Context: an optimization exercise on an open-source flow, tuned for small area and a short achievable clock period. The choices shown serve that exercise and are no tape-out recipe.

main:
// mac
module mac(A, B, C, D, clk, reset, Acc);
  input [7:0] A, B, C, D;
  input clk, reset;
  output [31:0] Acc;
  reg [31:0] R;
  reg [2:0] V;
  reg [9:0] W;
  wire p_A0B0 = ~(A[0] & B[0]);
  wire p_A0B1 = ~(A[0] & B[1]);
  wire p_A0B2 = ~(A[0] & B[2]);
  wire p_A0B3 = ~(A[0] & B[3]);
  wire p_A0B4 = ~(A[0] & B[4]);
  wire p_A0B5 = ~(A[0] & B[5]);
  wire p_A0B6 = ~(A[0] & B[6]);
  wire p_A0B7 = ~(A[0] & B[7]);
  wire p_A1B0 = ~(A[1] & B[0]);
  wire p_A1B1 = ~(A[1] & B[1]);
  wire p_A1B2 = ~(A[1] & B[2]);
  wire p_A1B3 = ~(A[1] & B[3]);
  wire p_A1B4 = ~(A[1] & B[4]);
  wire p_A1B5 = ~(A[1] & B[5]);
  wire p_A1B6 = ~(A[1] & B[6]);
  wire p_A1B7 = ~(A[1] & B[7]);
  wire p_A2B0 = ~(A[2] & B[0]);
  wire p_A2B1 = ~(A[2] & B[1]);
  wire p_A2B2 = ~(A[2] & B[2]);
  wire p_A2B3 = ~(A[2] & B[3]);
  wire p_A2B4 = ~(A[2] & B[4]);
  wire p_A2B5 = ~(A[2] & B[5]);
  wire p_A2B6 = ~(A[2] & B[6]);
  wire p_A2B7 = ~(A[2] & B[7]);
  wire p_A3B0 = ~(A[3] & B[0]);
  wire p_A3B1 = ~(A[3] & B[1]);
  wire p_A3B2 = ~(A[3] & B[2]);
  wire p_A3B3 = ~(A[3] & B[3]);
  wire p_A3B4 = ~(A[3] & B[4]);
  wire p_A3B5 = ~(A[3] & B[5]);
  wire p_A3B6 = ~(A[3] & B[6]);
  wire p_A3B7 = ~(A[3] & B[7]);
  wire p_A4B0 = ~(A[4] & B[0]);
  ...
Size: about 600 cells after synthesis.
Settings: LEC_CHECK=0, CAP_MARGIN=20, CORE_MARGIN=2, CORE_UTILIZATION=60, SETUP_SLACK_MARGIN=1.5, SLEW_MARGIN=20, SYNTH_HIERARCHICAL=1; clock period 6.5 ns.
standard.sh (not shown) runs the stock make flow with config.mk's settings and CLKGATE_MAP_FILE= SYNTH_SCRIPT=/design/flow/synth_recipe.tcl, a recipe that flattens the netlist after the stock synthesis.
==> flow/flow/run.sh <==
#!/bin/bash
# Standard ORFS flow (the standard.sh), with the port buffers made of
# sky130_fd_sc_hd__buf_2 instead of buffer_ports' default cell.
set -o pipefail
export BUFFER_PORTS_ARGS="-buffer_cell sky130_fd_sc_hd__buf_2"
bash standard.sh finish 2>&1 | tee standard_flow.log
main finished every step from synthesis to the final layout, and the layout passed the timing, design-rule and antenna checks.
#### Input delta (the feature branch over main)
--- a/flow/design.v
+++ b/flow/design.v
@@ -11,17 +11,17 @@
 module mac_xor(input a, input b, output s);
   assign s = a ^ b;
 endmodule
 module mac(A, B, C, D, clk, reset, Acc);
   input [7:0] A, B, C, D;
   input clk, reset;
   output [31:0] Acc;
   reg [31:0] R;
-  reg [2:0] V;
+  reg [1:0] V;
   reg [9:0] W;
   wire p_A0B0 = ~(A[0] & B[0]);
   wire p_A0B1 = ~(A[0] & B[1]);
   wire p_A0B2 = ~(A[0] & B[2]);
   wire p_A0B3 = ~(A[0] & B[3]);
   wire p_A0B4 = ~(A[0] & B[4]);
   wire p_A0B5 = ~(A[0] & B[5]);
   wire p_A0B6 = ~(A[0] & B[6]);
@@ -273,17 +273,17 @@
   wire s249, c250;
   wire s251, c252;
   wire s253, c254;
   wire s255, c256;
   wire s257, c258;
   wire s259, c260;
   wire s261, c262;
   wire [31:0] x = {R[31], R[30], R[29], R[28], R[27], R[26], R[25], R[24], R[23], R[22], R[21], R[20], R[19], R[18], R[17], s261, ~s259, ~s255, ~s247, ~s235, ~s219, c176, c148, ~c116, ~s115, ~s85, ~s59, s41, s25, s13, ~s3, (C[0] & D[0])};
-  wire [31:0] y = {1'b0, 1'b0, 1'b0, 1'b0, 1'b0, 1'b0, 1'b0, 1'b0, 1'b0, V[2], 1'b0, 1'b0, 1'b0, V[1], c262, ~c260, ~c256, ~c248, ~c236, ~c220, ~c200, ~s199, s175, ~s147, ~s117, ~s87, ~s61, ~s39, ~s23, ~s11, ~s5, ~s1};
+  wire [31:0] y = {1'b0, 1'b0, 1'b0, 1'b0, 1'b0, 1'b0, 1'b0, 1'b0, 1'b0, 1'b0, 1'b0, V[1], 1'b0, 1'b0, c262, ~c260, ~c256, ~c248, ~c236, ~c220, ~c200, ~s199, s175, ~s147, ~s117, ~s87, ~s61, ~s39, ~s23, ~s11, ~s5, ~s1};
   mac_xor u_s1 (R[0], p_A0B0, s1);
   assign c2 = R[0] & ~p_A0B0;
   mac_fa u_s3 (~R[1], p_A0B1, p_A1B0, s3, c4);
   mac_fa u_s5 (p_C0D1, p_C1D0, ~c2, s5, c6);
   mac_fa u_s7 (~R[2], p_A0B2, p_A1B1, s7, c8);
   mac_fa u_s9 (p_A2B0, p_C0D2, p_C1D1, s9, c10);
   mac_fa u_s11 (p_C2D0, c4, s7, s11, c12);
   mac_xor u_s13 (s9, c6, s13);
@@ -432,25 +432,24 @@
   mac_fa u_s253 (~s249, c242, s251, s253, c254);
   mac_x3 u_s255 (c244, s253, c246, s255);
   mac_mj u_c256 (c244, s253, c246, c256);
   mac_fa u_s257 (R[15], W[9], c250, s257, c258);
   mac_fa u_s259 (c252, ~s257, c254, s259, c260);
   mac_xor u_s261 (R[16], c258, s261);
   assign c262 = R[16] & c258;
   wire [6:0] blk0 = x[5:0] + y[5:0];
-  wire [2:0] blk2 = x[17:16] + y[17:16];
-  wire [4:0] blk3 = x[21:18] + y[21:18];
-  wire [10:0] blk4 = x[31:22] + y[31:22];
-  wire [31:0] vv = {1'b0, 1'b0, 1'b0, 1'b0, 1'b0, 1'b0, 1'b0, 1'b0, 1'b0, V[2], 1'b0, 1'b0, 1'b0, V[1], 1'b0, 1'b0, 1'b0, 1'b0, 1'b0, 1'b0, 1'b0, 1'b0, 1'b0, 1'b0, 1'b0, V[0], 1'b0, 1'b0, 1'b0, 1'b0, 1'b0, 1'b0};
+  wire [4:0] blk2 = x[19:16] + y[19:16];
+  wire [12:0] blk3 = x[31:20] + y[31:20];
+  wire [31:0] vv = {1'b0, 1'b0, 1'b0, 1'b0, 1'b0, 1'b0, 1'b0, 1'b0, 1'b0, 1'b0, 1'b0, V[1], 1'b0, 1'b0, 1'b0, 1'b0, 1'b0, 1'b0, 1'b0, 1'b0, 1'b0, 1'b0, 1'b0, 1'b0, 1'b0, V[0], 1'b0, 1'b0, 1'b0, 1'b0, 1'b0, 1'b0};
   wire [31:0] wv = {1'b0, 1'b0, 1'b0, 1'b0, 1'b0, 1'b0, 1'b0, 1'b0, 1'b0, 1'b0, 1'b0, 1'b0, 1'b0, 1'b0, 1'b0, 1'b0, W[9], W[8], W[7], W[6], W[5], W[4], W[3], W[2], W[1], W[0], 1'b0, 1'b0, 1'b0, 1'b0, 1'b0, 1'b0};
   assign Acc = R + vv + wv;
   always @(posedge clk, negedge reset)
     if (reset == 0) begin
       R <= 0;
       V <= 0;
       W <= 0;
     end else begin
-      R <= {blk4[9], blk4[8], blk4[7], blk4[6], blk4[5], blk4[4], blk4[3], blk4[2], blk4[1], blk4[0], blk3[3], blk3[2], blk3[1], blk3[0], blk2[1], blk2[0], x[15], x[14], x[13], x[12], x[11], x[10], x[9], x[8], x[7], x[6], blk0[5], blk0[4], blk0[3], blk0[2], blk0[1], blk0[0]};
-      V <= {blk3[4], blk2[2], blk0[6]};
+      R <= {blk3[11], blk3[10], blk3[9], blk3[8], blk3[7], blk3[6], blk3[5], blk3[4], blk3[3], blk3[2], blk3[1], blk3[0], blk2[3], blk2[2], blk2[1], blk2[0], x[15], x[14], x[13], x[12], x[11], x[10], x[9], x[8], x[7], x[6], blk0[5], blk0[4], blk0[3], blk0[2], blk0[1], blk0[0]};
+      V <= {blk2[4], blk0[6]};
       W <= {y[15], y[14], y[13], y[12], y[11], y[10], y[9], y[8], y[7], y[6]};
     end
 endmodule
[summary]
- Critical path depth ends up lower on main.
- Compared to main, the number of flip-flops in the feature branch is lower.
- Against main, first-pass GRT wire length in the feature branch came out worse.
- Taking main as the reference point, the core occupancy in the finished layout of the feature branch rises by 1.5 points.
- Relative to main, routed wire length has increased by 0.36% in the feature branch.
- Compared the feature branch vs main, and count of clock-buffer cells in the layout is up in the feature branch.
- When the feature branch is set beside main, its setup slack turns out to be 140 ps smaller.
- The feature branch ended up with R[6]$_DFF_PN0_ as its startpoint of the most critical setup path; main ended up with R[7]$_DFF_PN0_.
- Delta (the feature branch minus main): number of buffers and inverters on the critical path saw an increase.
- Between main and the feature branch, multi-input gate share of total cell area is lower for the feature branch, main comes in above that.
- The feature branch: final area 1.8% below main
- Comparing the feature branch with main, the clock-pin transition on the worst setup and hold timing paths came out essentially unchanged.
No functional check of the RTL was part of any run of this note.

[separate check: timing with driven ports]
How much do the figures lean on ideal ports? The routed layouts below were timed once more, with nothing changed but the port constraints. Step 1 sets driving cells, clkbuf_16 on the clock port and buf_2 on the other inputs (assumed; they add their load-dependent delay and slew). Step 2, shift: input delay + t, output delay - t, t = (earliest + latest rising clock arrival at the registers) / 2. This alone moves slack from input paths to output paths. Three values: ideal ports, drivers, drivers and shift; two values: the first two.
| run | t, ns | setup slack, ns | worst setup path at the end | cell pins on the clock port's net |
|---|---|---|---|---|
| main | 0.338 | 2.090 / 2.055 / 2.020 | input to register | 1 |
| the feature branch | 0.329 | 1.951 / 1.917 / 2.002 | input to register | 1 |
After both steps every run listed still meets setup and hold. For main, which loses most, drivers alone change the setup slack by -0.035 ns; drivers and shift together by -0.070 ns.
